This design comes from an exercise in tuning for small area and a short achievable clock period on the open sky130 flow, not from production work.
Function not checked in this run: the RTL went through the layout flow alone.
Power is estimated from default activity; no workload was simulated.

### run.sh
#!/bin/bash
# synth_recipe.tcl (not shown) runs the flow's synth.tcl, then flattens the netlist and writes it again
# the make line also repeats each setting of config.mk as NAME=value (left out here)
make -C /OpenROAD-flow-scripts/flow DESIGN_CONFIG=/design/flow/config.mk WORK_HOME=/design/flow/orfs CLKGATE_MAP_FILE= SYNTH_SCRIPT=/design/flow/synth_recipe.tcl finish
### config.mk
export PLATFORM = sky130hd
export DESIGN_NAME = simd_alu_top
export DESIGN_NICKNAME = simd_alu_top
export VERILOG_FILES = /design/flow/design.v
export SDC_FILE = /design/flow/constraint.sdc
export NUM_CORES = 4
export LEC_CHECK = 0
export CAP_MARGIN = 20
export CELL_PAD_IN_SITES_DETAIL_PLACEMENT = 2
export CELL_PAD_IN_SITES_GLOBAL_PLACEMENT = 4
export CORE_MARGIN = 2
export CORE_UTILIZATION = 30
export SETUP_SLACK_MARGIN = 5
export SLEW_MARGIN = 20
### constraint.sdc
create_clock -name core_clock -period 12.0 [get_ports {clk}]
set_input_delay 2.4000 -clock core_clock [delete_from_list [all_inputs] [get_ports {clk}]]
set_output_delay 2.4000 -clock core_clock [all_outputs]
set_load 0.01 [all_outputs]
### design.v
module register #(
    parameter N = 32
) (
    input  logic         clk,
    input  logic         reset,
    input  logic         enable,
    input  logic [N-1:0] dataIn,
    output logic [N-1:0] dataOut
);
    always_ff @(posedge clk or posedge reset) begin
        if (reset)       dataOut <= '0;
        else if (enable) dataOut <= dataIn;
    end
endmodule
module alu_pre (
    input  logic [31:0] a, b,
    input  logic [2:0]  op,
    output logic [135:0] q
);
    wire is_mul = op == 3'd4;
    wire is_add = op == 3'd2 || op == 3'd3 || op == 3'd7;
    wire [32:0] bx = {b, 1'b0};
    logic [15:0] one, two, neg;
    genvar j;
    generate for (j = 0; j < 16; j = j + 1) begin : enc
        wire b1 = bx[2*j+2], b0 = bx[2*j+1], bl = bx[2*j];
        if (j == 0) assign one[j] = (is_mul & (b0 ^ bl)) | is_add;
        else        assign one[j] = is_mul & (b0 ^ bl);
        assign two[j] = is_mul & ((b1 & ~b0 & ~bl) | (~b1 & b0 & bl));
        assign neg[j] = is_mul & b1 & ~(b0 & bl);
    end endgenerate
    wire [32:0] ax = {a, 1'b0};
    wire [39:0] X = {a, 8'b0} | {8'b0, a};
    logic [39:0] Xr;
    always_comb for (int m = 0; m < 40; m++) Xr[m] = X[39-m];
    wire [39:0] Y = op == 3'd6 ? Xr : X;
    wire [39:0] sh = Y >> b[2:0];
    logic [31:0] shl;
    always_comb for (int i = 0; i < 32; i++) shl[i] = sh[31-i];
    logic [31:0] bb;
    always_comb
        case (op)
            3'd1: bb = a ^ b;
            3'd2: bb = b;
            3'd3: bb = ~b;
            3'd5: bb = sh[31:0];
            3'd6: bb = shl;
            3'd7: bb = 32'd4;
            default: bb = 32'd0;
        endcase
    wire cin = op == 3'd3;
    wire [31:0] pp0 = (({32{one[0]}} & ax[32:1]) | ({32{two[0]}} & ax[31:0])) ^ {32{neg[0]}};
    wire [29:0] pp1 = (({30{one[1]}} & ax[30:1]) | ({30{two[1]}} & ax[29:0])) ^ {30{neg[1]}};
    wire [27:0] pp2 = (({28{one[2]}} & ax[28:1]) | ({28{two[2]}} & ax[27:0])) ^ {28{neg[2]}};
    wire [25:0] pp3 = (({26{one[3]}} & ax[26:1]) | ({26{two[3]}} & ax[25:0])) ^ {26{neg[3]}};
    wire [23:0] pp4 = (({24{one[4]}} & ax[24:1]) | ({24{two[4]}} & ax[23:0])) ^ {24{neg[4]}};
    wire [21:0] pp5 = (({22{one[5]}} & ax[22:1]) | ({22{two[5]}} & ax[21:0])) ^ {22{neg[5]}};
    wire [19:0] pp6 = (({20{one[6]}} & ax[20:1]) | ({20{two[6]}} & ax[19:0])) ^ {20{neg[6]}};
    wire [17:0] pp7 = (({18{one[7]}} & ax[18:1]) | ({18{two[7]}} & ax[17:0])) ^ {18{neg[7]}};
    wire [15:0] pp8 = (({16{one[8]}} & ax[16:1]) | ({16{two[8]}} & ax[15:0])) ^ {16{neg[8]}};
    wire [13:0] pp9 = (({14{one[9]}} & ax[14:1]) | ({14{two[9]}} & ax[13:0])) ^ {14{neg[9]}};
    wire [11:0] pp10 = (({12{one[10]}} & ax[12:1]) | ({12{two[10]}} & ax[11:0])) ^ {12{neg[10]}};
    wire [9:0] pp11 = (({10{one[11]}} & ax[10:1]) | ({10{two[11]}} & ax[9:0])) ^ {10{neg[11]}};
    wire [7:0] pp12 = (({8{one[12]}} & ax[8:1]) | ({8{two[12]}} & ax[7:0])) ^ {8{neg[12]}};
    wire [5:0] pp13 = (({6{one[13]}} & ax[6:1]) | ({6{two[13]}} & ax[5:0])) ^ {6{neg[13]}};
    wire [3:0] pp14 = (({4{one[14]}} & ax[4:1]) | ({4{two[14]}} & ax[3:0])) ^ {4{neg[14]}};
    wire [1:0] pp15 = (({2{one[15]}} & ax[2:1]) | ({2{two[15]}} & ax[1:0])) ^ {2{neg[15]}};
    wire hs0 = neg[2] ^ pp0[4];
    wire hc0 = neg[2] & pp0[4];
    wire hs1 = pp0[5] ^ pp1[3];
    wire hc1 = pp0[5] & pp1[3];
    wire fs2 = neg[3] ^ pp0[6] ^ pp1[4];
    wire fc2 = (neg[3] & pp0[6]) | (pp1[4] & (neg[3] | pp0[6]));
    wire hs3 = pp2[2] ^ pp3[0];
    wire hc3 = pp2[2] & pp3[0];
    wire fs4 = pp0[7] ^ pp1[5] ^ pp2[3];
    wire fc4 = (pp0[7] & pp1[5]) | (pp2[3] & (pp0[7] | pp1[5]));
    wire hs5 = pp3[1] ^ hc3;
    wire hc5 = pp3[1] & hc3;
    wire fs6 = neg[4] ^ pp0[8] ^ pp1[6];
    wire fc6 = (neg[4] & pp0[8]) | (pp1[6] & (neg[4] | pp0[8]));
    wire fs7 = pp2[4] ^ pp3[2] ^ pp4[0];
    wire fc7 = (pp2[4] & pp3[2]) | (pp4[0] & (pp2[4] | pp3[2]));
    wire hs8 = bb[8] ^ fc4;
    wire hc8 = bb[8] & fc4;
    wire fs9 = pp0[9] ^ pp1[7] ^ pp2[5];
    wire fc9 = (pp0[9] & pp1[7]) | (pp2[5] & (pp0[9] | pp1[7]));
    wire fs10 = pp3[3] ^ pp4[1] ^ bb[9];
    wire fc10 = (pp3[3] & pp4[1]) | (bb[9] & (pp3[3] | pp4[1]));
    wire hs11 = fc6 ^ fc7;
    wire hc11 = fc6 & fc7;
    wire fs12 = neg[5] ^ pp0[10] ^ pp1[8];
    wire fc12 = (neg[5] & pp0[10]) | (pp1[8] & (neg[5] | pp0[10]));
    wire fs13 = pp2[6] ^ pp3[4] ^ pp4[2];
    wire fc13 = (pp2[6] & pp3[4]) | (pp4[2] & (pp2[6] | pp3[4]));
    wire fs14 = pp5[0] ^ bb[10] ^ fc9;
    wire fc14 = (pp5[0] & bb[10]) | (fc9 & (pp5[0] | bb[10]));
    wire hs15 = fs12 ^ fs13;
    wire hc15 = fs12 & fs13;
    wire fs16 = pp0[11] ^ pp1[9] ^ pp2[7];
    wire fc16 = (pp0[11] & pp1[9]) | (pp2[7] & (pp0[11] | pp1[9]));
    wire fs17 = pp3[5] ^ pp4[3] ^ pp5[1];
    wire fc17 = (pp3[5] & pp4[3]) | (pp5[1] & (pp3[5] | pp4[3]));
    wire fs18 = bb[11] ^ fc12 ^ fc13;
    wire fc18 = (bb[11] & fc12) | (fc13 & (bb[11] | fc12));
    wire hs19 = fs16 ^ fs17;
    wire hc19 = fs16 & fs17;
    wire fs20 = neg[6] ^ pp0[12] ^ pp1[10];
    wire fc20 = (neg[6] & pp0[12]) | (pp1[10] & (neg[6] | pp0[12]));
    wire fs21 = pp2[8] ^ pp3[6] ^ pp4[4];
    wire fc21 = (pp2[8] & pp3[6]) | (pp4[4] & (pp2[8] | pp3[6]));
    wire fs22 = pp5[2] ^ pp6[0] ^ bb[12];
    wire fc22 = (pp5[2] & pp6[0]) | (bb[12] & (pp5[2] | pp6[0]));
    wire fs23 = fc16 ^ fc17 ^ fs20;
    wire fc23 = (fc16 & fc17) | (fs20 & (fc16 | fc17));
    wire hs24 = fs21 ^ hc19;
    wire hc24 = fs21 & hc19;
    wire fs25 = pp0[13] ^ pp1[11] ^ pp2[9];
    wire fc25 = (pp0[13] & pp1[11]) | (pp2[9] & (pp0[13] | pp1[11]));
    wire fs26 = pp3[7] ^ pp4[5] ^ pp5[3];
    wire fc26 = (pp3[7] & pp4[5]) | (pp5[3] & (pp3[7] | pp4[5]));
    wire fs27 = pp6[1] ^ bb[13] ^ fc20;
    wire fc27 = (pp6[1] & bb[13]) | (fc20 & (pp6[1] | bb[13]));
    wire fs28 = fc21 ^ fs25 ^ fs26;
    wire fc28 = (fc21 & fs25) | (fs26 & (fc21 | fs25));
    wire hs29 = fc22 ^ fc23;
    wire hc29 = fc22 & fc23;
    wire fs30 = neg[7] ^ pp0[14] ^ pp1[12];
    wire fc30 = (neg[7] & pp0[14]) | (pp1[12] & (neg[7] | pp0[14]));
    wire fs31 = pp2[10] ^ pp3[8] ^ pp4[6];
    wire fc31 = (pp2[10] & pp3[8]) | (pp4[6] & (pp2[10] | pp3[8]));
    wire fs32 = pp5[4] ^ pp6[2] ^ pp7[0];
    wire fc32 = (pp5[4] & pp6[2]) | (pp7[0] & (pp5[4] | pp6[2]));
    wire fs33 = bb[14] ^ fc25 ^ fc26;
    wire fc33 = (bb[14] & fc25) | (fc26 & (bb[14] | fc25));
    wire fs34 = fs30 ^ fs31 ^ fs32;
    wire fc34 = (fs30 & fs31) | (fs32 & (fs30 | fs31));
    wire hs35 = fc27 ^ fc28;
    wire hc35 = fc27 & fc28;
    wire fs36 = pp0[15] ^ pp1[13] ^ pp2[11];
    wire fc36 = (pp0[15] & pp1[13]) | (pp2[11] & (pp0[15] | pp1[13]));
    wire fs37 = pp3[9] ^ pp4[7] ^ pp5[5];
    wire fc37 = (pp3[9] & pp4[7]) | (pp5[5] & (pp3[9] | pp4[7]));
    wire fs38 = pp6[3] ^ pp7[1] ^ bb[15];
    wire fc38 = (pp6[3] & pp7[1]) | (bb[15] & (pp6[3] | pp7[1]));
    wire fs39 = fc30 ^ fc31 ^ fc32;
    wire fc39 = (fc30 & fc31) | (fc32 & (fc30 | fc31));
    wire fs40 = fs36 ^ fs37 ^ fs38;
    wire fc40 = (fs36 & fs37) | (fs38 & (fs36 | fs37));
    wire hs41 = fc33 ^ fc34;
    wire hc41 = fc33 & fc34;
    wire fs42 = neg[8] ^ pp0[16] ^ pp1[14];
    wire fc42 = (neg[8] & pp0[16]) | (pp1[14] & (neg[8] | pp0[16]));
    wire fs43 = pp2[12] ^ pp3[10] ^ pp4[8];
    wire fc43 = (pp2[12] & pp3[10]) | (pp4[8] & (pp2[12] | pp3[10]));
    wire fs44 = pp5[6] ^ pp6[4] ^ pp7[2];
    wire fc44 = (pp5[6] & pp6[4]) | (pp7[2] & (pp5[6] | pp6[4]));
    wire fs45 = pp8[0] ^ bb[16] ^ fc36;
    wire fc45 = (pp8[0] & bb[16]) | (fc36 & (pp8[0] | bb[16]));
    wire fs46 = fc37 ^ fs42 ^ fs43;
    wire fc46 = (fc37 & fs42) | (fs43 & (fc37 | fs42));
    wire fs47 = fs44 ^ fc38 ^ fc39;
    wire fc47 = (fs44 & fc38) | (fc39 & (fs44 | fc38));
    wire hs48 = fs45 ^ fs46;
    wire hc48 = fs45 & fs46;
    wire fs49 = pp0[17] ^ pp1[15] ^ pp2[13];
    wire fc49 = (pp0[17] & pp1[15]) | (pp2[13] & (pp0[17] | pp1[15]));
    wire fs50 = pp3[11] ^ pp4[9] ^ pp5[7];
    wire fc50 = (pp3[11] & pp4[9]) | (pp5[7] & (pp3[11] | pp4[9]));
    wire fs51 = pp6[5] ^ pp7[3] ^ pp8[1];
    wire fc51 = (pp6[5] & pp7[3]) | (pp8[1] & (pp6[5] | pp7[3]));
    wire fs52 = bb[17] ^ fc42 ^ fc43;
    wire fc52 = (bb[17] & fc42) | (fc43 & (bb[17] | fc42));
    wire fs53 = fc44 ^ fs49 ^ fs50;
    wire fc53 = (fc44 & fs49) | (fs50 & (fc44 | fs49));
    wire fs54 = fs51 ^ fc45 ^ fc46;
    wire fc54 = (fs51 & fc45) | (fc46 & (fs51 | fc45));
    wire hs55 = fs52 ^ fs53;
    wire hc55 = fs52 & fs53;
    wire fs56 = neg[9] ^ pp0[18] ^ pp1[16];
    wire fc56 = (neg[9] & pp0[18]) | (pp1[16] & (neg[9] | pp0[18]));
    wire fs57 = pp2[14] ^ pp3[12] ^ pp4[10];
    wire fc57 = (pp2[14] & pp3[12]) | (pp4[10] & (pp2[14] | pp3[12]));
    wire fs58 = pp5[8] ^ pp6[6] ^ pp7[4];
    wire fc58 = (pp5[8] & pp6[6]) | (pp7[4] & (pp5[8] | pp6[6]));
    wire fs59 = pp8[2] ^ pp9[0] ^ bb[18];
    wire fc59 = (pp8[2] & pp9[0]) | (bb[18] & (pp8[2] | pp9[0]));
    wire fs60 = fc49 ^ fc50 ^ fc51;
    wire fc60 = (fc49 & fc50) | (fc51 & (fc49 | fc50));
    wire fs61 = fs56 ^ fs57 ^ fs58;
    wire fc61 = (fs56 & fs57) | (fs58 & (fs56 | fs57));
    wire fs62 = fs59 ^ fc52 ^ fc53;
    wire fc62 = (fs59 & fc52) | (fc53 & (fs59 | fc52));
    wire hs63 = fs60 ^ fs61;
    wire hc63 = fs60 & fs61;
    wire fs64 = pp0[19] ^ pp1[17] ^ pp2[15];
    wire fc64 = (pp0[19] & pp1[17]) | (pp2[15] & (pp0[19] | pp1[17]));
    wire fs65 = pp3[13] ^ pp4[11] ^ pp5[9];
    wire fc65 = (pp3[13] & pp4[11]) | (pp5[9] & (pp3[13] | pp4[11]));
    wire fs66 = pp6[7] ^ pp7[5] ^ pp8[3];
    wire fc66 = (pp6[7] & pp7[5]) | (pp8[3] & (pp6[7] | pp7[5]));
    wire fs67 = pp9[1] ^ bb[19] ^ fc56;
    wire fc67 = (pp9[1] & bb[19]) | (fc56 & (pp9[1] | bb[19]));
    wire fs68 = fc57 ^ fc58 ^ fs64;
    wire fc68 = (fc57 & fc58) | (fs64 & (fc57 | fc58));
    wire fs69 = fs65 ^ fs66 ^ fc59;
    wire fc69 = (fs65 & fs66) | (fc59 & (fs65 | fs66));
    wire fs70 = fc60 ^ fc61 ^ fs67;
    wire fc70 = (fc60 & fc61) | (fs67 & (fc60 | fc61));
    wire hs71 = fs68 ^ hc63;
    wire hc71 = fs68 & hc63;
    wire fs72 = neg[10] ^ pp0[20] ^ pp10[0];
    wire fc72 = (neg[10] & pp0[20]) | (pp10[0] & (neg[10] | pp0[20]));
    wire fs73 = pp1[18] ^ pp2[16] ^ pp3[14];
    wire fc73 = (pp1[18] & pp2[16]) | (pp3[14] & (pp1[18] | pp2[16]));
    wire fs74 = pp4[12] ^ pp5[10] ^ pp6[8];
    wire fc74 = (pp4[12] & pp5[10]) | (pp6[8] & (pp4[12] | pp5[10]));
    wire fs75 = pp7[6] ^ pp8[4] ^ pp9[2];
    wire fc75 = (pp7[6] & pp8[4]) | (pp9[2] & (pp7[6] | pp8[4]));
    wire fs76 = bb[20] ^ fc64 ^ fc65;
    wire fc76 = (bb[20] & fc64) | (fc65 & (bb[20] | fc64));
    wire fs77 = fc66 ^ fs72 ^ fs73;
    wire fc77 = (fc66 & fs72) | (fs73 & (fc66 | fs72));
    wire fs78 = fs74 ^ fs75 ^ fc67;
    wire fc78 = (fs74 & fs75) | (fc67 & (fs74 | fs75));
    wire fs79 = fc68 ^ fs76 ^ fs77;
    wire fc79 = (fc68 & fs76) | (fs77 & (fc68 | fs76));
    wire hs80 = fc69 ^ fc70;
    wire hc80 = fc69 & fc70;
    wire fs81 = pp0[21] ^ pp10[1] ^ pp1[19];
    wire fc81 = (pp0[21] & pp10[1]) | (pp1[19] & (pp0[21] | pp10[1]));
    wire fs82 = pp2[17] ^ pp3[15] ^ pp4[13];
    wire fc82 = (pp2[17] & pp3[15]) | (pp4[13] & (pp2[17] | pp3[15]));
    wire fs83 = pp5[11] ^ pp6[9] ^ pp7[7];
    wire fc83 = (pp5[11] & pp6[9]) | (pp7[7] & (pp5[11] | pp6[9]));
    wire fs84 = pp8[5] ^ pp9[3] ^ bb[21];
    wire fc84 = (pp8[5] & pp9[3]) | (bb[21] & (pp8[5] | pp9[3]));
    wire fs85 = fc72 ^ fc73 ^ fc74;
    wire fc85 = (fc72 & fc73) | (fc74 & (fc72 | fc73));
    wire fs86 = fc75 ^ fs81 ^ fs82;
    wire fc86 = (fc75 & fs81) | (fs82 & (fc75 | fs81));
    wire fs87 = fs83 ^ fs84 ^ fc76;
    wire fc87 = (fs83 & fs84) | (fc76 & (fs83 | fs84));
    wire fs88 = fc77 ^ fs85 ^ fs86;
    wire fc88 = (fc77 & fs85) | (fs86 & (fc77 | fs85));
    wire hs89 = fc78 ^ fs87;
    wire hc89 = fc78 & fs87;
    wire fs90 = neg[11] ^ pp0[22] ^ pp10[2];
    wire fc90 = (neg[11] & pp0[22]) | (pp10[2] & (neg[11] | pp0[22]));
    wire fs91 = pp11[0] ^ pp1[20] ^ pp2[18];
    wire fc91 = (pp11[0] & pp1[20]) | (pp2[18] & (pp11[0] | pp1[20]));
    wire fs92 = pp3[16] ^ pp4[14] ^ pp5[12];
    wire fc92 = (pp3[16] & pp4[14]) | (pp5[12] & (pp3[16] | pp4[14]));
    wire fs93 = pp6[10] ^ pp7[8] ^ pp8[6];
    wire fc93 = (pp6[10] & pp7[8]) | (pp8[6] & (pp6[10] | pp7[8]));
    wire fs94 = pp9[4] ^ bb[22] ^ fc81;
    wire fc94 = (pp9[4] & bb[22]) | (fc81 & (pp9[4] | bb[22]));
    wire fs95 = fc82 ^ fc83 ^ fs90;
    wire fc95 = (fc82 & fc83) | (fs90 & (fc82 | fc83));
    wire fs96 = fs91 ^ fs92 ^ fs93;
    wire fc96 = (fs91 & fs92) | (fs93 & (fs91 | fs92));
    wire fs97 = fc84 ^ fc85 ^ fc86;
    wire fc97 = (fc84 & fc85) | (fc86 & (fc84 | fc85));
    wire fs98 = fs94 ^ fs95 ^ fs96;
    wire fc98 = (fs94 & fs95) | (fs96 & (fs94 | fs95));
    wire hs99 = fc87 ^ fc88;
    wire hc99 = fc87 & fc88;
    wire fs100 = pp0[23] ^ pp10[3] ^ pp11[1];
    wire fc100 = (pp0[23] & pp10[3]) | (pp11[1] & (pp0[23] | pp10[3]));
    wire fs101 = pp1[21] ^ pp2[19] ^ pp3[17];
    wire fc101 = (pp1[21] & pp2[19]) | (pp3[17] & (pp1[21] | pp2[19]));
    wire fs102 = pp4[15] ^ pp5[13] ^ pp6[11];
    wire fc102 = (pp4[15] & pp5[13]) | (pp6[11] & (pp4[15] | pp5[13]));
    wire fs103 = pp7[9] ^ pp8[7] ^ pp9[5];
    wire fc103 = (pp7[9] & pp8[7]) | (pp9[5] & (pp7[9] | pp8[7]));
    wire fs104 = bb[23] ^ fc90 ^ fc91;
    wire fc104 = (bb[23] & fc90) | (fc91 & (bb[23] | fc90));
    wire fs105 = fc92 ^ fc93 ^ fs100;
    wire fc105 = (fc92 & fc93) | (fs100 & (fc92 | fc93));
    wire fs106 = fs101 ^ fs102 ^ fs103;
    wire fc106 = (fs101 & fs102) | (fs103 & (fs101 | fs102));
    wire fs107 = fc94 ^ fc95 ^ fc96;
    wire fc107 = (fc94 & fc95) | (fc96 & (fc94 | fc95));
    wire fs108 = fs104 ^ fs105 ^ fs106;
    wire fc108 = (fs104 & fs105) | (fs106 & (fs104 | fs105));
    wire hs109 = fc97 ^ fc98;
    wire hc109 = fc97 & fc98;
    wire fs110 = neg[12] ^ pp0[24] ^ pp10[4];
    wire fc110 = (neg[12] & pp0[24]) | (pp10[4] & (neg[12] | pp0[24]));
    wire fs111 = pp11[2] ^ pp12[0] ^ pp1[22];
    wire fc111 = (pp11[2] & pp12[0]) | (pp1[22] & (pp11[2] | pp12[0]));
    wire fs112 = pp2[20] ^ pp3[18] ^ pp4[16];
    wire fc112 = (pp2[20] & pp3[18]) | (pp4[16] & (pp2[20] | pp3[18]));
    wire fs113 = pp5[14] ^ pp6[12] ^ pp7[10];
    wire fc113 = (pp5[14] & pp6[12]) | (pp7[10] & (pp5[14] | pp6[12]));
    wire fs114 = pp8[8] ^ pp9[6] ^ bb[24];
    wire fc114 = (pp8[8] & pp9[6]) | (bb[24] & (pp8[8] | pp9[6]));
    wire fs115 = fc100 ^ fc101 ^ fc102;
    wire fc115 = (fc100 & fc101) | (fc102 & (fc100 | fc101));
    wire fs116 = fc103 ^ fs110 ^ fs111;
    wire fc116 = (fc103 & fs110) | (fs111 & (fc103 | fs110));
    wire fs117 = fs112 ^ fs113 ^ fs114;
    wire fc117 = (fs112 & fs113) | (fs114 & (fs112 | fs113));
    wire fs118 = fc104 ^ fc105 ^ fc106;
    wire fc118 = (fc104 & fc105) | (fc106 & (fc104 | fc105));
    wire fs119 = fs115 ^ fs116 ^ fs117;
    wire fc119 = (fs115 & fs116) | (fs117 & (fs115 | fs116));
    wire hs120 = fc107 ^ fc108;
    wire hc120 = fc107 & fc108;
    wire fs121 = pp0[25] ^ pp10[5] ^ pp11[3];
    wire fc121 = (pp0[25] & pp10[5]) | (pp11[3] & (pp0[25] | pp10[5]));
    wire fs122 = pp12[1] ^ pp1[23] ^ pp2[21];
    wire fc122 = (pp12[1] & pp1[23]) | (pp2[21] & (pp12[1] | pp1[23]));
    wire fs123 = pp3[19] ^ pp4[17] ^ pp5[15];
    wire fc123 = (pp3[19] & pp4[17]) | (pp5[15] & (pp3[19] | pp4[17]));
    wire fs124 = pp6[13] ^ pp7[11] ^ pp8[9];
    wire fc124 = (pp6[13] & pp7[11]) | (pp8[9] & (pp6[13] | pp7[11]));
    wire fs125 = pp9[7] ^ bb[25] ^ fc110;
    wire fc125 = (pp9[7] & bb[25]) | (fc110 & (pp9[7] | bb[25]));
    wire fs126 = fc111 ^ fc112 ^ fc113;
    wire fc126 = (fc111 & fc112) | (fc113 & (fc111 | fc112));
    wire fs127 = fs121 ^ fs122 ^ fs123;
    wire fc127 = (fs121 & fs122) | (fs123 & (fs121 | fs122));
    wire fs128 = fs124 ^ fc114 ^ fc115;
    wire fc128 = (fs124 & fc114) | (fc115 & (fs124 | fc114));
    wire fs129 = fc116 ^ fs125 ^ fs126;
    wire fc129 = (fc116 & fs125) | (fs126 & (fc116 | fs125));
    wire fs130 = fs127 ^ fc117 ^ fc118;
    wire fc130 = (fs127 & fc117) | (fc118 & (fs127 | fc117));
    wire hs131 = fs128 ^ fs129;
    wire hc131 = fs128 & fs129;
    wire fs132 = neg[13] ^ pp0[26] ^ pp10[6];
    wire fc132 = (neg[13] & pp0[26]) | (pp10[6] & (neg[13] | pp0[26]));
    wire fs133 = pp11[4] ^ pp12[2] ^ pp13[0];
    wire fc133 = (pp11[4] & pp12[2]) | (pp13[0] & (pp11[4] | pp12[2]));
    wire fs134 = pp1[24] ^ pp2[22] ^ pp3[20];
    wire fc134 = (pp1[24] & pp2[22]) | (pp3[20] & (pp1[24] | pp2[22]));
    wire fs135 = pp4[18] ^ pp5[16] ^ pp6[14];
    wire fc135 = (pp4[18] & pp5[16]) | (pp6[14] & (pp4[18] | pp5[16]));
    wire fs136 = pp7[12] ^ pp8[10] ^ pp9[8];
    wire fc136 = (pp7[12] & pp8[10]) | (pp9[8] & (pp7[12] | pp8[10]));
    wire fs137 = bb[26] ^ fc121 ^ fc122;
    wire fc137 = (bb[26] & fc121) | (fc122 & (bb[26] | fc121));
    wire fs138 = fc123 ^ fc124 ^ fs132;
    wire fc138 = (fc123 & fc124) | (fs132 & (fc123 | fc124));
    wire fs139 = fs133 ^ fs134 ^ fs135;
    wire fc139 = (fs133 & fs134) | (fs135 & (fs133 | fs134));
    wire fs140 = fs136 ^ fc125 ^ fc126;
    wire fc140 = (fs136 & fc125) | (fc126 & (fs136 | fc125));
    wire fs141 = fc127 ^ fs137 ^ fs138;
    wire fc141 = (fc127 & fs137) | (fs138 & (fc127 | fs137));
    wire fs142 = fs139 ^ fc128 ^ fc129;
    wire fc142 = (fs139 & fc128) | (fc129 & (fs139 | fc128));
    wire hs143 = fs140 ^ fs141;
    wire hc143 = fs140 & fs141;
    wire fs144 = pp0[27] ^ pp10[7] ^ pp11[5];
    wire fc144 = (pp0[27] & pp10[7]) | (pp11[5] & (pp0[27] | pp10[7]));
    wire fs145 = pp12[3] ^ pp13[1] ^ pp1[25];
    wire fc145 = (pp12[3] & pp13[1]) | (pp1[25] & (pp12[3] | pp13[1]));
    wire fs146 = pp2[23] ^ pp3[21] ^ pp4[19];
    wire fc146 = (pp2[23] & pp3[21]) | (pp4[19] & (pp2[23] | pp3[21]));
    wire fs147 = pp5[17] ^ pp6[15] ^ pp7[13];
    wire fc147 = (pp5[17] & pp6[15]) | (pp7[13] & (pp5[17] | pp6[15]));
    wire fs148 = pp8[11] ^ pp9[9] ^ bb[27];
    wire fc148 = (pp8[11] & pp9[9]) | (bb[27] & (pp8[11] | pp9[9]));
    wire fs149 = fc132 ^ fc133 ^ fc134;
    wire fc149 = (fc132 & fc133) | (fc134 & (fc132 | fc133));
    wire fs150 = fc135 ^ fc136 ^ fs144;
    wire fc150 = (fc135 & fc136) | (fs144 & (fc135 | fc136));
    wire fs151 = fs145 ^ fs146 ^ fs147;
    wire fc151 = (fs145 & fs146) | (fs147 & (fs145 | fs146));
    wire fs152 = fs148 ^ fc137 ^ fc138;
    wire fc152 = (fs148 & fc137) | (fc138 & (fs148 | fc137));
    wire fs153 = fc139 ^ fs149 ^ fs150;
    wire fc153 = (fc139 & fs149) | (fs150 & (fc139 | fs149));
    wire fs154 = fs151 ^ fc140 ^ fc141;
    wire fc154 = (fs151 & fc140) | (fc141 & (fs151 | fc140));
    wire hs155 = fs152 ^ fs153;
    wire hc155 = fs152 & fs153;
    wire fs156 = neg[14] ^ pp0[28] ^ pp10[8];
    wire fc156 = (neg[14] & pp0[28]) | (pp10[8] & (neg[14] | pp0[28]));
    wire fs157 = pp11[6] ^ pp12[4] ^ pp13[2];
    wire fc157 = (pp11[6] & pp12[4]) | (pp13[2] & (pp11[6] | pp12[4]));
    wire fs158 = pp14[0] ^ pp1[26] ^ pp2[24];
    wire fc158 = (pp14[0] & pp1[26]) | (pp2[24] & (pp14[0] | pp1[26]));
    wire fs159 = pp3[22] ^ pp4[20] ^ pp5[18];
    wire fc159 = (pp3[22] & pp4[20]) | (pp5[18] & (pp3[22] | pp4[20]));
    wire fs160 = pp6[16] ^ pp7[14] ^ pp8[12];
    wire fc160 = (pp6[16] & pp7[14]) | (pp8[12] & (pp6[16] | pp7[14]));
    wire fs161 = pp9[10] ^ bb[28] ^ fc144;
    wire fc161 = (pp9[10] & bb[28]) | (fc144 & (pp9[10] | bb[28]));
    wire fs162 = fc145 ^ fc146 ^ fc147;
    wire fc162 = (fc145 & fc146) | (fc147 & (fc145 | fc146));
    wire fs163 = fs156 ^ fs157 ^ fs158;
    wire fc163 = (fs156 & fs157) | (fs158 & (fs156 | fs157));
    wire fs164 = fs159 ^ fs160 ^ fc148;
    wire fc164 = (fs159 & fs160) | (fc148 & (fs159 | fs160));
    wire fs165 = fc149 ^ fc150 ^ fc151;
    wire fc165 = (fc149 & fc150) | (fc151 & (fc149 | fc150));
    wire fs166 = fs161 ^ fs162 ^ fs163;
    wire fc166 = (fs161 & fs162) | (fs163 & (fs161 | fs162));
    wire fs167 = fs164 ^ fc152 ^ fc153;
    wire fc167 = (fs164 & fc152) | (fc153 & (fs164 | fc152));
    wire hs168 = fs165 ^ fs166;
    wire hc168 = fs165 & fs166;
    wire fs169 = pp0[29] ^ pp10[9] ^ pp11[7];
    wire fc169 = (pp0[29] & pp10[9]) | (pp11[7] & (pp0[29] | pp10[9]));
    wire fs170 = pp12[5] ^ pp13[3] ^ pp14[1];
    wire fc170 = (pp12[5] & pp13[3]) | (pp14[1] & (pp12[5] | pp13[3]));
    wire fs171 = pp1[27] ^ pp2[25] ^ pp3[23];
    wire fc171 = (pp1[27] & pp2[25]) | (pp3[23] & (pp1[27] | pp2[25]));
    wire fs172 = pp4[21] ^ pp5[19] ^ pp6[17];
    wire fc172 = (pp4[21] & pp5[19]) | (pp6[17] & (pp4[21] | pp5[19]));
    wire fs173 = pp7[15] ^ pp8[13] ^ pp9[11];
    wire fc173 = (pp7[15] & pp8[13]) | (pp9[11] & (pp7[15] | pp8[13]));
    wire fs174 = bb[29] ^ fc156 ^ fc157;
    wire fc174 = (bb[29] & fc156) | (fc157 & (bb[29] | fc156));
    wire fs175 = fc158 ^ fc159 ^ fc160;
    wire fc175 = (fc158 & fc159) | (fc160 & (fc158 | fc159));
    wire fs176 = fs169 ^ fs170 ^ fs171;
    wire fc176 = (fs169 & fs170) | (fs171 & (fs169 | fs170));
    wire fs177 = fs172 ^ fs173 ^ fc161;
    wire fc177 = (fs172 & fs173) | (fc161 & (fs172 | fs173));
    wire fs178 = fc162 ^ fc163 ^ fs174;
    wire fc178 = (fc162 & fc163) | (fs174 & (fc162 | fc163));
    wire fs179 = fs175 ^ fs176 ^ fc164;
    wire fc179 = (fs175 & fs176) | (fc164 & (fs175 | fs176));
    wire fs180 = fc165 ^ fs177 ^ fc166;
    wire fc180 = (fc165 & fs177) | (fc166 & (fc165 | fs177));
    wire hs181 = fs178 ^ fs179;
    wire hc181 = fs178 & fs179;
    wire fs182 = neg[15] ^ pp0[30] ^ pp10[10];
    wire fc182 = (neg[15] & pp0[30]) | (pp10[10] & (neg[15] | pp0[30]));
    wire fs183 = pp11[8] ^ pp12[6] ^ pp13[4];
    wire fc183 = (pp11[8] & pp12[6]) | (pp13[4] & (pp11[8] | pp12[6]));
    wire fs184 = pp14[2] ^ pp15[0] ^ pp1[28];
    wire fc184 = (pp14[2] & pp15[0]) | (pp1[28] & (pp14[2] | pp15[0]));
    wire fs185 = pp2[26] ^ pp3[24] ^ pp4[22];
    wire fc185 = (pp2[26] & pp3[24]) | (pp4[22] & (pp2[26] | pp3[24]));
    wire fs186 = pp5[20] ^ pp6[18] ^ pp7[16];
    wire fc186 = (pp5[20] & pp6[18]) | (pp7[16] & (pp5[20] | pp6[18]));
    wire fs187 = pp8[14] ^ pp9[12] ^ bb[30];
    wire fc187 = (pp8[14] & pp9[12]) | (bb[30] & (pp8[14] | pp9[12]));
    wire fs188 = fc169 ^ fc170 ^ fc171;
    wire fc188 = (fc169 & fc170) | (fc171 & (fc169 | fc170));
    wire fs189 = fc172 ^ fc173 ^ fs182;
    wire fc189 = (fc172 & fc173) | (fs182 & (fc172 | fc173));
    wire fs190 = fs183 ^ fs184 ^ fs185;
    wire fc190 = (fs183 & fs184) | (fs185 & (fs183 | fs184));
    wire fs191 = fs186 ^ fs187 ^ fc174;
    wire fc191 = (fs186 & fs187) | (fc174 & (fs186 | fs187));
    wire fs192 = fc175 ^ fc176 ^ fs188;
    wire fc192 = (fc175 & fc176) | (fs188 & (fc175 | fc176));
    wire fs193 = fs189 ^ fs190 ^ fc177;
    wire fc193 = (fs189 & fs190) | (fc177 & (fs189 | fs190));
    wire fs194 = fc178 ^ fs191 ^ fs192;
    wire fc194 = (fc178 & fs191) | (fs192 & (fc178 | fs191));
    wire hs195 = fc179 ^ fs193;
    wire hc195 = fc179 & fs193;
    wire xs196 = pp0[31] ^ pp10[11] ^ pp11[9];
    wire xs197 = pp12[7] ^ pp13[5] ^ pp14[3];
    wire xs198 = pp15[1] ^ pp1[29] ^ pp2[27];
    wire xs199 = pp3[25] ^ pp4[23] ^ pp5[21];
    wire xs200 = pp6[19] ^ pp7[17] ^ pp8[15];
    wire xs201 = pp9[13] ^ bb[31] ^ xs196;
    wire xs202 = xs197 ^ xs198 ^ xs199;
    wire xs203 = xs200 ^ xs201 ^ xs202;
    assign q[0] = cin;
    assign q[1] = neg[0];
    assign q[2] = pp0[0];
    assign q[3] = bb[0];
    assign q[4] = pp0[1];
    assign q[5] = bb[1];
    assign q[6] = neg[1];
    assign q[7] = pp0[2];
    assign q[8] = pp1[0];
    assign q[9] = bb[2];
    assign q[10] = pp0[3];
    assign q[11] = pp1[1];
    assign q[12] = bb[3];
    assign q[13] = pp1[2];
    assign q[14] = pp2[0];
    assign q[15] = bb[4];
    assign q[16] = hs0;
    assign q[17] = pp2[1];
    assign q[18] = hc0;
    assign q[19] = bb[5];
    assign q[20] = hs1;
    assign q[21] = hc1;
    assign q[22] = bb[6];
    assign q[23] = hs3;
    assign q[24] = fs2;
    assign q[25] = bb[7];
    assign q[26] = fc2;
    assign q[27] = fs4;
    assign q[28] = hs5;
    assign q[29] = fs6;
    assign q[30] = fs7;
    assign q[31] = hc5;
    assign q[32] = hs8;
    assign q[33] = fs9;
    assign q[34] = hc8;
    assign q[35] = hs11;
    assign q[36] = fs10;
    assign q[37] = hc11;
    assign q[38] = fc10;
    assign q[39] = hs15;
    assign q[40] = fs14;
    assign q[41] = hc15;
    assign q[42] = hs19;
    assign q[43] = fc14;
    assign q[44] = fs18;
    assign q[45] = fs22;
    assign q[46] = fc18;
    assign q[47] = fs23;
    assign q[48] = hs24;
    assign q[49] = fs27;
    assign q[50] = fs28;
    assign q[51] = hc24;
    assign q[52] = hs29;
    assign q[53] = fs33;
    assign q[54] = fs34;
    assign q[55] = hc29;
    assign q[56] = hs35;
    assign q[57] = fs39;
    assign q[58] = hc35;
    assign q[59] = hs41;
    assign q[60] = fs40;
    assign q[61] = hc41;
    assign q[62] = fc40;
    assign q[63] = hs48;
    assign q[64] = fs47;
    assign q[65] = hc48;
    assign q[66] = fc47;
    assign q[67] = hs55;
    assign q[68] = fs54;
    assign q[69] = hc55;
    assign q[70] = hs63;
    assign q[71] = fc54;
    assign q[72] = fs62;
    assign q[73] = fs69;
    assign q[74] = fc62;
    assign q[75] = fs70;
    assign q[76] = hs71;
    assign q[77] = fs78;
    assign q[78] = fs79;
    assign q[79] = hc71;
    assign q[80] = hs80;
    assign q[81] = fc79;
    assign q[82] = fs88;
    assign q[83] = hc80;
    assign q[84] = hs89;
    assign q[85] = fs97;
    assign q[86] = fs98;
    assign q[87] = hc89;
    assign q[88] = hs99;
    assign q[89] = fs107;
    assign q[90] = fs108;
    assign q[91] = hc99;
    assign q[92] = hs109;
    assign q[93] = fs118;
    assign q[94] = hc109;
    assign q[95] = hs120;
    assign q[96] = fs119;
    assign q[97] = hc120;
    assign q[98] = fc119;
    assign q[99] = hs131;
    assign q[100] = fs130;
    assign q[101] = hc131;
    assign q[102] = fc130;
    assign q[103] = hs143;
    assign q[104] = fs142;
    assign q[105] = hc143;
    assign q[106] = fc142;
    assign q[107] = hs155;
    assign q[108] = fs154;
    assign q[109] = hc155;
    assign q[110] = hs168;
    assign q[111] = fc154;
    assign q[112] = fs167;
    assign q[113] = hc168;
    assign q[114] = fc167;
    assign q[115] = fs180;
    assign q[116] = hs181;
    assign q[117] = fc180;
    assign q[118] = fs194;
    assign q[119] = hc181;
    assign q[120] = hs195;
    assign q[121] = fc182;
    assign q[122] = fc183;
    assign q[123] = fc184;
    assign q[124] = fc185;
    assign q[125] = fc186;
    assign q[126] = fc187;
    assign q[127] = fc188;
    assign q[128] = fc189;
    assign q[129] = fc190;
    assign q[130] = fc191;
    assign q[131] = xs203;
    assign q[132] = fc192;
    assign q[133] = fc193;
    assign q[134] = fc194;
    assign q[135] = hc195;
endmodule
module alu_post (
    input  logic [135:0] q,
    output logic [31:0] result,
    output logic        zero
);
    wire hs204 = q[0] ^ q[1];
    wire hc204 = q[0] & q[1];
    wire hs205 = q[6] ^ q[7];
    wire hc205 = q[6] & q[7];
    wire hs206 = q[10] ^ q[11];
    wire hc206 = q[10] & q[11];
    wire fs207 = q[13] ^ q[14] ^ q[15];
    wire fc207 = (q[13] & q[14]) | (q[15] & (q[13] | q[14]));
    wire fs208 = q[17] ^ q[18] ^ q[19];
    wire fc208 = (q[17] & q[18]) | (q[19] & (q[17] | q[18]));
    wire fs209 = q[21] ^ q[22] ^ q[23];
    wire fc209 = (q[21] & q[22]) | (q[23] & (q[21] | q[22]));
    wire fs210 = q[25] ^ q[26] ^ q[27];
    wire fc210 = (q[25] & q[26]) | (q[27] & (q[25] | q[26]));
    wire fs211 = q[29] ^ q[30] ^ q[31];
    wire fc211 = (q[29] & q[30]) | (q[31] & (q[29] | q[30]));
    wire fs212 = q[33] ^ q[34] ^ q[35];
    wire fc212 = (q[33] & q[34]) | (q[35] & (q[33] | q[34]));
    wire fs213 = q[37] ^ q[38] ^ q[39];
    wire fc213 = (q[37] & q[38]) | (q[39] & (q[37] | q[38]));
    wire fs214 = q[41] ^ q[42] ^ q[43];
    wire fc214 = (q[41] & q[42]) | (q[43] & (q[41] | q[42]));
    wire fs215 = q[45] ^ q[46] ^ q[47];
    wire fc215 = (q[45] & q[46]) | (q[47] & (q[45] | q[46]));
    wire fs216 = q[49] ^ q[50] ^ q[51];
    wire fc216 = (q[49] & q[50]) | (q[51] & (q[49] | q[50]));
    wire fs217 = q[53] ^ q[54] ^ q[55];
    wire fc217 = (q[53] & q[54]) | (q[55] & (q[53] | q[54]));
    wire fs218 = q[57] ^ q[58] ^ q[59];
    wire fc218 = (q[57] & q[58]) | (q[59] & (q[57] | q[58]));
    wire fs219 = q[61] ^ q[62] ^ q[63];
    wire fc219 = (q[61] & q[62]) | (q[63] & (q[61] | q[62]));
    wire fs220 = q[65] ^ q[66] ^ q[67];
    wire fc220 = (q[65] & q[66]) | (q[67] & (q[65] | q[66]));
    wire fs221 = q[69] ^ q[70] ^ q[71];
    wire fc221 = (q[69] & q[70]) | (q[71] & (q[69] | q[70]));
    wire fs222 = q[73] ^ q[74] ^ q[75];
    wire fc222 = (q[73] & q[74]) | (q[75] & (q[73] | q[74]));
    wire fs223 = q[77] ^ q[78] ^ q[79];
    wire fc223 = (q[77] & q[78]) | (q[79] & (q[77] | q[78]));
    wire fs224 = q[81] ^ q[82] ^ q[83];
    wire fc224 = (q[81] & q[82]) | (q[83] & (q[81] | q[82]));
    wire fs225 = q[85] ^ q[86] ^ q[87];
    wire fc225 = (q[85] & q[86]) | (q[87] & (q[85] | q[86]));
    wire fs226 = q[89] ^ q[90] ^ q[91];
    wire fc226 = (q[89] & q[90]) | (q[91] & (q[89] | q[90]));
    wire fs227 = q[93] ^ q[94] ^ q[95];
    wire fc227 = (q[93] & q[94]) | (q[95] & (q[93] | q[94]));
    wire fs228 = q[100] ^ q[97] ^ q[98];
    wire fc228 = (q[100] & q[97]) | (q[98] & (q[100] | q[97]));
    wire fs229 = q[101] ^ q[102] ^ q[103];
    wire fc229 = (q[101] & q[102]) | (q[103] & (q[101] | q[102]));
    wire fs230 = q[105] ^ q[106] ^ q[107];
    wire fc230 = (q[105] & q[106]) | (q[107] & (q[105] | q[106]));
    wire fs231 = q[109] ^ q[110] ^ q[111];
    wire fc231 = (q[109] & q[110]) | (q[111] & (q[109] | q[110]));
    wire fs232 = q[113] ^ q[114] ^ q[115];
    wire fc232 = (q[113] & q[114]) | (q[115] & (q[113] | q[114]));
    wire fs233 = q[117] ^ q[118] ^ q[119];
    wire fc233 = (q[117] & q[118]) | (q[119] & (q[117] | q[118]));
    wire hs234 = q[2] ^ q[3];
    wire hc234 = q[2] & q[3];
    wire fs235 = q[4] ^ q[5] ^ hc204;
    wire fc235 = (q[4] & q[5]) | (hc204 & (q[4] | q[5]));
    wire fs236 = q[8] ^ q[9] ^ hs205;
    wire fc236 = (q[8] & q[9]) | (hs205 & (q[8] | q[9]));
    wire fs237 = q[12] ^ hc205 ^ hs206;
    wire fc237 = (q[12] & hc205) | (hs206 & (q[12] | hc205));
    wire fs238 = q[16] ^ hc206 ^ fs207;
    wire fc238 = (q[16] & hc206) | (fs207 & (q[16] | hc206));
    wire fs239 = q[20] ^ fc207 ^ fs208;
    wire fc239 = (q[20] & fc207) | (fs208 & (q[20] | fc207));
    wire fs240 = q[24] ^ fc208 ^ fs209;
    wire fc240 = (q[24] & fc208) | (fs209 & (q[24] | fc208));
    wire fs241 = q[28] ^ fc209 ^ fs210;
    wire fc241 = (q[28] & fc209) | (fs210 & (q[28] | fc209));
    wire fs242 = q[32] ^ fc210 ^ fs211;
    wire fc242 = (q[32] & fc210) | (fs211 & (q[32] | fc210));
    wire fs243 = q[36] ^ fc211 ^ fs212;
    wire fc243 = (q[36] & fc211) | (fs212 & (q[36] | fc211));
    wire fs244 = q[40] ^ fc212 ^ fs213;
    wire fc244 = (q[40] & fc212) | (fs213 & (q[40] | fc212));
    wire fs245 = q[44] ^ fc213 ^ fs214;
    wire fc245 = (q[44] & fc213) | (fs214 & (q[44] | fc213));
    wire fs246 = q[48] ^ fc214 ^ fs215;
    wire fc246 = (q[48] & fc214) | (fs215 & (q[48] | fc214));
    wire fs247 = q[52] ^ fc215 ^ fs216;
    wire fc247 = (q[52] & fc215) | (fs216 & (q[52] | fc215));
    wire fs248 = q[56] ^ fc216 ^ fs217;
    wire fc248 = (q[56] & fc216) | (fs217 & (q[56] | fc216));
    wire fs249 = q[60] ^ fc217 ^ fs218;
    wire fc249 = (q[60] & fc217) | (fs218 & (q[60] | fc217));
    wire fs250 = q[64] ^ fc218 ^ fs219;
    wire fc250 = (q[64] & fc218) | (fs219 & (q[64] | fc218));
    wire fs251 = q[68] ^ fc219 ^ fs220;
    wire fc251 = (q[68] & fc219) | (fs220 & (q[68] | fc219));
    wire fs252 = q[72] ^ fc220 ^ fs221;
    wire fc252 = (q[72] & fc220) | (fs221 & (q[72] | fc220));
    wire fs253 = q[76] ^ fc221 ^ fs222;
    wire fc253 = (q[76] & fc221) | (fs222 & (q[76] | fc221));
    wire fs254 = q[80] ^ fc222 ^ fs223;
    wire fc254 = (q[80] & fc222) | (fs223 & (q[80] | fc222));
    wire fs255 = q[84] ^ fc223 ^ fs224;
    wire fc255 = (q[84] & fc223) | (fs224 & (q[84] | fc223));
    wire fs256 = q[88] ^ fc224 ^ fs225;
    wire fc256 = (q[88] & fc224) | (fs225 & (q[88] | fc224));
    wire fs257 = q[92] ^ fc225 ^ fs226;
    wire fc257 = (q[92] & fc225) | (fs226 & (q[92] | fc225));
    wire fs258 = q[96] ^ fc226 ^ fs227;
    wire fc258 = (q[96] & fc226) | (fs227 & (q[96] | fc226));
    wire fs259 = q[99] ^ fc227 ^ fs228;
    wire fc259 = (q[99] & fc227) | (fs228 & (q[99] | fc227));
    wire fs260 = q[104] ^ fc228 ^ fs229;
    wire fc260 = (q[104] & fc228) | (fs229 & (q[104] | fc228));
    wire fs261 = q[108] ^ fc229 ^ fs230;
    wire fc261 = (q[108] & fc229) | (fs230 & (q[108] | fc229));
    wire fs262 = q[112] ^ fc230 ^ fs231;
    wire fc262 = (q[112] & fc230) | (fs231 & (q[112] | fc230));
    wire fs263 = q[116] ^ fc231 ^ fs232;
    wire fc263 = (q[116] & fc231) | (fs232 & (q[116] | fc231));
    wire fs264 = q[120] ^ fc232 ^ fs233;
    wire fc264 = (q[120] & fc232) | (fs233 & (q[120] | fc232));
    logic [31:0] ms, mc;
    wire top_par = q[121] ^ q[122] ^ q[123] ^ q[124] ^ q[125] ^ q[126] ^ q[127] ^ q[128] ^ q[129] ^ q[130] ^ q[131] ^ q[132] ^ q[133] ^ q[134] ^ q[135] ^ fc233 ^ fc264;
    assign ms[0] = hs204;
    assign mc[0] = hs234;
    assign ms[1] = hc234;
    assign mc[1] = fs235;
    assign ms[2] = fc235;
    assign mc[2] = fs236;
    assign ms[3] = fc236;
    assign mc[3] = fs237;
    assign ms[4] = fc237;
    assign mc[4] = fs238;
    assign ms[5] = fc238;
    assign mc[5] = fs239;
    assign ms[6] = fc239;
    assign mc[6] = fs240;
    assign ms[7] = fc240;
    assign mc[7] = fs241;
    assign ms[8] = fc241;
    assign mc[8] = fs242;
    assign ms[9] = fc242;
    assign mc[9] = fs243;
    assign ms[10] = fc243;
    assign mc[10] = fs244;
    assign ms[11] = fc244;
    assign mc[11] = fs245;
    assign ms[12] = fc245;
    assign mc[12] = fs246;
    assign ms[13] = fc246;
    assign mc[13] = fs247;
    assign ms[14] = fc247;
    assign mc[14] = fs248;
    assign ms[15] = fc248;
    assign mc[15] = fs249;
    assign ms[16] = fc249;
    assign mc[16] = fs250;
    assign ms[17] = fc250;
    assign mc[17] = fs251;
    assign ms[18] = fc251;
    assign mc[18] = fs252;
    assign ms[19] = fc252;
    assign mc[19] = fs253;
    assign ms[20] = fc253;
    assign mc[20] = fs254;
    assign ms[21] = fc254;
    assign mc[21] = fs255;
    assign ms[22] = fc255;
    assign mc[22] = fs256;
    assign ms[23] = fc256;
    assign mc[23] = fs257;
    assign ms[24] = fc257;
    assign mc[24] = fs258;
    assign ms[25] = fc258;
    assign mc[25] = fs259;
    assign ms[26] = fc259;
    assign mc[26] = fs260;
    assign ms[27] = fc260;
    assign mc[27] = fs261;
    assign ms[28] = fc261;
    assign mc[28] = fs262;
    assign ms[29] = fc262;
    assign mc[29] = fs263;
    assign ms[30] = fc263;
    assign mc[30] = fs264;
    assign ms[31] = top_par;
    assign mc[31] = 1'b0;
    assign result = ms + mc;
    assign zero = (ms ^ mc) == {ms[30:0] | mc[30:0], 1'b0};
endmodule
module execute #(
    parameter NQ = 136
) (
    input  logic            clk, reset, overwriteFlags,
    input  logic [2:0]      pcWrEn,
    input  logic [4*NQ-1:0] q,         
    input  logic [3:0]      a31,       
    output logic [127:0]    vectOut,
    output logic            pcWrEnOut
);
    logic [1:0] NZ_flags;
    logic [3:0] negativeFlags, zeroFlags;
    genvar i;
    generate for (i = 0; i < 4; i = i + 1) begin : alu_block
        alu_post alu (
            .q(q[NQ*i +: NQ]), .result(vectOut[32*i +: 32]), .zero(zeroFlags[i])
        );
        assign negativeFlags[i] = (a31[i] != vectOut[32*i + 31]) && !zeroFlags[i];
    end endgenerate
    register #(1) negative_flag_register (
        .clk(clk), .reset(reset), .enable(overwriteFlags),
        .dataIn(|negativeFlags), .dataOut(NZ_flags[0])
    );
    register #(1) zeroFlag_register (
        .clk(clk), .reset(reset), .enable(overwriteFlags),
        .dataIn(&zeroFlags), .dataOut(NZ_flags[1])
    );
    assign pcWrEnOut = (pcWrEn[2] & ~NZ_flags[1]) | (pcWrEn[1] & NZ_flags[1]) |
                       (pcWrEn[0] & NZ_flags[0]);
endmodule
module simd_alu_top (
    input  logic         clk,
    input  logic         rst,
    input  logic         overwriteFlags,
    input  logic [2:0]   pcWrEn,
    input  logic [2:0]   ExecuteOp,
    input  logic [127:0] vect1,
    input  logic [127:0] vect2,
    output logic [127:0] vectOut,
    output logic         pcWrEnOut
);
    localparam NQ = 136;
    logic            overwriteFlags_q;
    logic [2:0]      pcWrEn_q;
    logic [4*NQ-1:0] q_d, q_q;
    logic [3:0]      a31_q;
    logic [127:0]    vectOut_d;
    genvar i;
    generate for (i = 0; i < 4; i = i + 1) begin : lane
        alu_pre alu_pre (
            .a(vect1[32*i +: 32]), .b(vect2[32*i +: 32]), .op(ExecuteOp),
            .q(q_d[NQ*i +: NQ])
        );
    end endgenerate
    always_ff @(posedge clk) begin
        overwriteFlags_q <= overwriteFlags;
        pcWrEn_q         <= {pcWrEn == 3'b100, pcWrEn == 3'b010, pcWrEn == 3'b001};
        q_q              <= q_d;
        a31_q            <= {vect1[127], vect1[95], vect1[63], vect1[31]};
        vectOut          <= vectOut_d;
    end
    execute #(
        .NQ(NQ)
    ) execute_stage (
        .clk(clk),
        .reset(rst),
        .overwriteFlags(overwriteFlags_q),
        .pcWrEn(pcWrEn_q),
        .q(q_q),
        .a31(a31_q),
        .vectOut(vectOut_d),
        .pcWrEnOut(pcWrEnOut)
    );
endmodule
==> summary.txt <==
state kept, by name, summed over array words and instances (netlist names):
register                                      cells
a31_q                                             4
pcWrEn_q                                          3
overwriteFlags_q                                  1
q_q                                             541
vectOut                                         128
execute_stage.negative_flag_register.dataOut      1
execute_stage.zeroFlag_register.dataOut           1
metal layers:
metal  track usage (%)  vias to the layer above
met3              3.41                      517
met2              47.4                     2149
met4              8.51                        8
met5                 0                        -
met1              38.9                    38300
li1                  -                    31100
final cells by class:
cell class                      instances  area share (%)
Inverter                             1400            5.53
Timing Repair Buffer                  704            6.53
Sequential cell                       679            14.3
Clock inverter                         55           0.692
Antenna cell                           13          0.0342
Clock buffer                          125            2.93
Tap cell                             3724            4.89
Multi-Input combinational cell       6463            65.1
where the power goes:
group	switching, mW	internal, mW	leakage [nW]	total [mW]
Clock	1.29	1.89	1.69	3.18
Combinational	7.41	4.52	32.5	11.9
Sequential	0.208	2.95	5.64	3.16
Total	8.91	9.37	39.8	18.3
cell families (layout without fill, tap and decap cells):
group	Yosys count	in the layout	share of synthesized area, %
and+or+nand+nor	1091	1091	6.23
xor gates and xnor gates	1450	1450	15.2
other	0	13	0
muxes	469	469	6.33
AOI/OAI and AO/OA	2117	2117	17.8
adders and majority gates	1336	1336	27.9
buffers and inverters	2293	2284	10.4
DFF	679	679	16.2
cells in the final DEF (no fill, tap or decap), types with 183 or more instances in the layout:
cell	synthesis	layout
sky130_fd_sc_hd__fa_1	904	904
sky130_fd_sc_hd__ha_1	432	432
sky130_fd_sc_hd__xnor2_1	1080	1080
sky130_fd_sc_hd__nor2_1	385	377
sky130_fd_sc_hd__buf_4	11	307
sky130_fd_sc_hd__o22ai_1	183	183
sky130_fd_sc_hd__inv_1	1386	1381
sky130_fd_sc_hd__dfxtp_1	677	677
sky130_fd_sc_hd__a22oi_1	910	910
sky130_fd_sc_hd__a21oi_1	333	319
sky130_fd_sc_hd__clkdlybuf4s50_1	0	370
sky130_fd_sc_hd__mux2i_1	396	396
sky130_fd_sc_hd__xor2_1	364	364
sky130_fd_sc_hd__nand2_1	254	253
repair_timing:
item / CTS / global route
setup endpoints to repair: 10 / 18
resized for setup: 2 / 4
pin swaps: 0 / 3
buffers inserted: 0 / 11
path summary, 6_finish.rpt:
path                                                                end  slack [ns]  depth (start not counted)
setup / recovery                                               q_q[224]        5.21                         14
hold reg to reg            execute_stage.negative_flag_register.dataOut        0.54                          1
min in group asynchronous       execute_stage.zeroFlag_register.dataOut        1.72                          2
setup reg to reg           execute_stage.negative_flag_register.dataOut        5.79                         14
max in group asynchronous  execute_stage.negative_flag_register.dataOut       10.17                          2
hold / removal             execute_stage.negative_flag_register.dataOut        0.54                          1
worst reg2reg max path: cells and delay by family, from the launching register on:
family / cells / cell delay, ns
flip-flops: 1 / 0.93
buffers and inverters: 1 / 0.09
AO/OA/AOI/OAI: 9 / 3.37
adder cells (fa/ha/maj): 3 / 1.05
XOR/XNOR: 1 / 0.60
per-stage QoR:
step                      total power [mW]  instance area (um2)  hold WS, ns
after global routing                  19.8                95200        0.560
after global placement                15.2                91700        0.540
after CTS                             18.7                95100        0.549
after floorplan                       10.3                84100        0.456
after detailed placement              15.4                91700        0.537
final                                 18.3                95300        0.543
==> summary.txt <==
violation count after the first detailed-routing iteration=5143; number of placed instances, taps included=13000; routed length on met2=195 mm; cell taking the most area after synthesis=sky130_fd_sc_hd__fa_1; grt ovf=0; ratio of cells with drive above 1 in the final layout=7.44%; Synthesized Nets=about 11000; worst setup timing slack at the placement stage=3.91 ns; critical path, cell by cell=buf_8, inv_2, buf_4, nor2_2, a21o_1, buf_4, and2_1, buf_4, a21oi_1, fa_1, inv_1, fa_1, fa_1, ha_1; post-synthesis instance area=roughly 84000 um2; library cells used by synthesis=just under 90; number of global-route vias before repair=78900; Seq cells post-synth=679; area growth from synthesis to layout=13.2%; start of the worst register-to-register path=q_q[408]; fin crit period=a little under 7 ns; cell with the most instances after synthesis=sky130_fd_sc_hd__inv_1; multi-input combinational cell area=~62000 um2; wire length of the first global-routing pass=around 590 mm; data arrival time at the worst-slack endpoint=approximately 7.6 ns; TritonCTS clock tree=done; number of I/O port buffers=393; post-route DRC violation count=0; uppermost routed layer=met5; accumulated negative setup slack=0 ns; core area=279000 um2; clock sink count=679; Crit Path Max Fanout=37; number of hold buffers added after CTS=0; count of nets after finishing=between 10000 and 15000; Post-Syn Area per Cell=8.92 um2; biggest area contributors in the synthesized netlist=sky130_fd_sc_hd__fa_1 22%, sky130_fd_sc_hd__dfxtp_1 16%, sky130_fd_sc_hd__xnor2_1 11%, sky130_fd_sc_hd__a22oi_1 8.1%, sky130_fd_sc_hd__ha_1 6.4%; remaining antenna violation count=0; maximum number of pins on one net before global-route repair=171; antenna violations before repair=41; global-route usage over all layers=28.6%; most frequent cells after synthesis=1386 x sky130_fd_sc_hd__inv_1, 1080 x sky130_fd_sc_hd__xnor2_1, 910 x sky130_fd_sc_hd__a22oi_1; leakage power of the design=39.8 nW; fraction of the yosys area taken by sequential cells=16.2%; total routed wirelength=417 mm; utilization after layout=34.1%; Die X=534 um; final number of setup-violating endpoints=0; final hold vios=0; Post-Synthesis Cells=between 9000 and 10000; worst setup skew after layout=0.0837 ns; number of rows in the core area=194; boundary pin count=between 300 and 400; share of the synthesized area in the top cell type=21.5%; type of the tightest min-delay check=reg -> reg; RSZ-0062 raised after global routing=no; startpoint class of the critical path=primary input; areal power density over the cells=~190 nW/um2; Critical Path Sink Type=register; initial standard-cell utilization of the core=30.1%; Die Outline Area=about 280000 um2; setup slack of the critical path after layout=~5.2 ns; peak ir drop on the vdd network=about 250 uV; routed via count=a little over 70000; # fillers=30800; peak clock frequency supported by timing=~0.15 GHz; fraction of registers with async set/reset=0.295%; worst slew margin relative to its limit=21.7%; die outline height=roughly 530 um; longest individual stage delay on the worst path=0.58 ns; area taken by flip-flops and latches=13600 um2; fin crit share=roughly 57%; Worst Setup SP=ExecuteOp[1]; Clock Tree Buf Depth=4; post-detailed-placement half-perimeter wirelength=304 mm; Post-Route M1 WL=188 mm; required time at the worst-slack endpoint=12.77 ns; Maximum Capacitance Violations=0; clock buffer count from CTS=102; later-pin clock latency in the skew report=0.88 ns; slowest cell on the critical path=sky130_fd_sc_hd__nor2_2; clock transition at the register clock pins on the worst setup and hold paths after CTS=0.06 ns; critical path's top delay family=buffers and inverters; total number of H-tree levels=3; routed wire length per instance=31.7 um; routed wl met3=20.9 mm; primary flip-flop cell chosen by synthesis mapping=sky130_fd_sc_hd__dfxtp_1; drt pass-1 iters=6; final estimated routing congestion in global placement=between 0.8 and 0.9; buffer type at the clock tree root=sky130_fd_sc_hd__clkbuf_16; count of flip-flops with a built-in enable after synthesis=0; run status=finished clean; number of max-slew violations in the final report=0; Hold Crit Start=execute_stage.negative_flag_register.dataOut; vias per std cell=5.48; start-to-end type of the worst setup path=in -> reg; number of buffers and inverters on the critical path=6; Synthesis Warnings=3; count of placed standard cells in the final layout, fillers left out=13200; Least-Margin Pin Slew=1.17 ns

## what the ideal ports hide
The flow's constraints put no driver on any port. The routed layout listed below was extracted and timed again, unchanged, in two steps. Step 1, drivers: a clkbuf_16 drives clk and a buf_2 each remaining input, both assumed. Step 2 moves the port delays by t, midway between the first and last clock arrival at a register: inputs arrive t later, outputs are due t later. That takes back most of the time a late clock gives input paths. Three values: ideal ports, drivers, drivers and shift; two values: the first two.
t (ns): 0.941
setup slack, ns: 5.210 / 5.115 / 4.174
worst hold slack (ns): 0.543 / 0.543 / 0.543
worst setup path at the end: input to register
slew at the worst register clock pin (ns): 0.08 / 0.08
After both steps setup and hold are still met in this run. For this run, drivers alone change the setup slack by -0.095 ns; drivers and shift together by -1.036 ns.
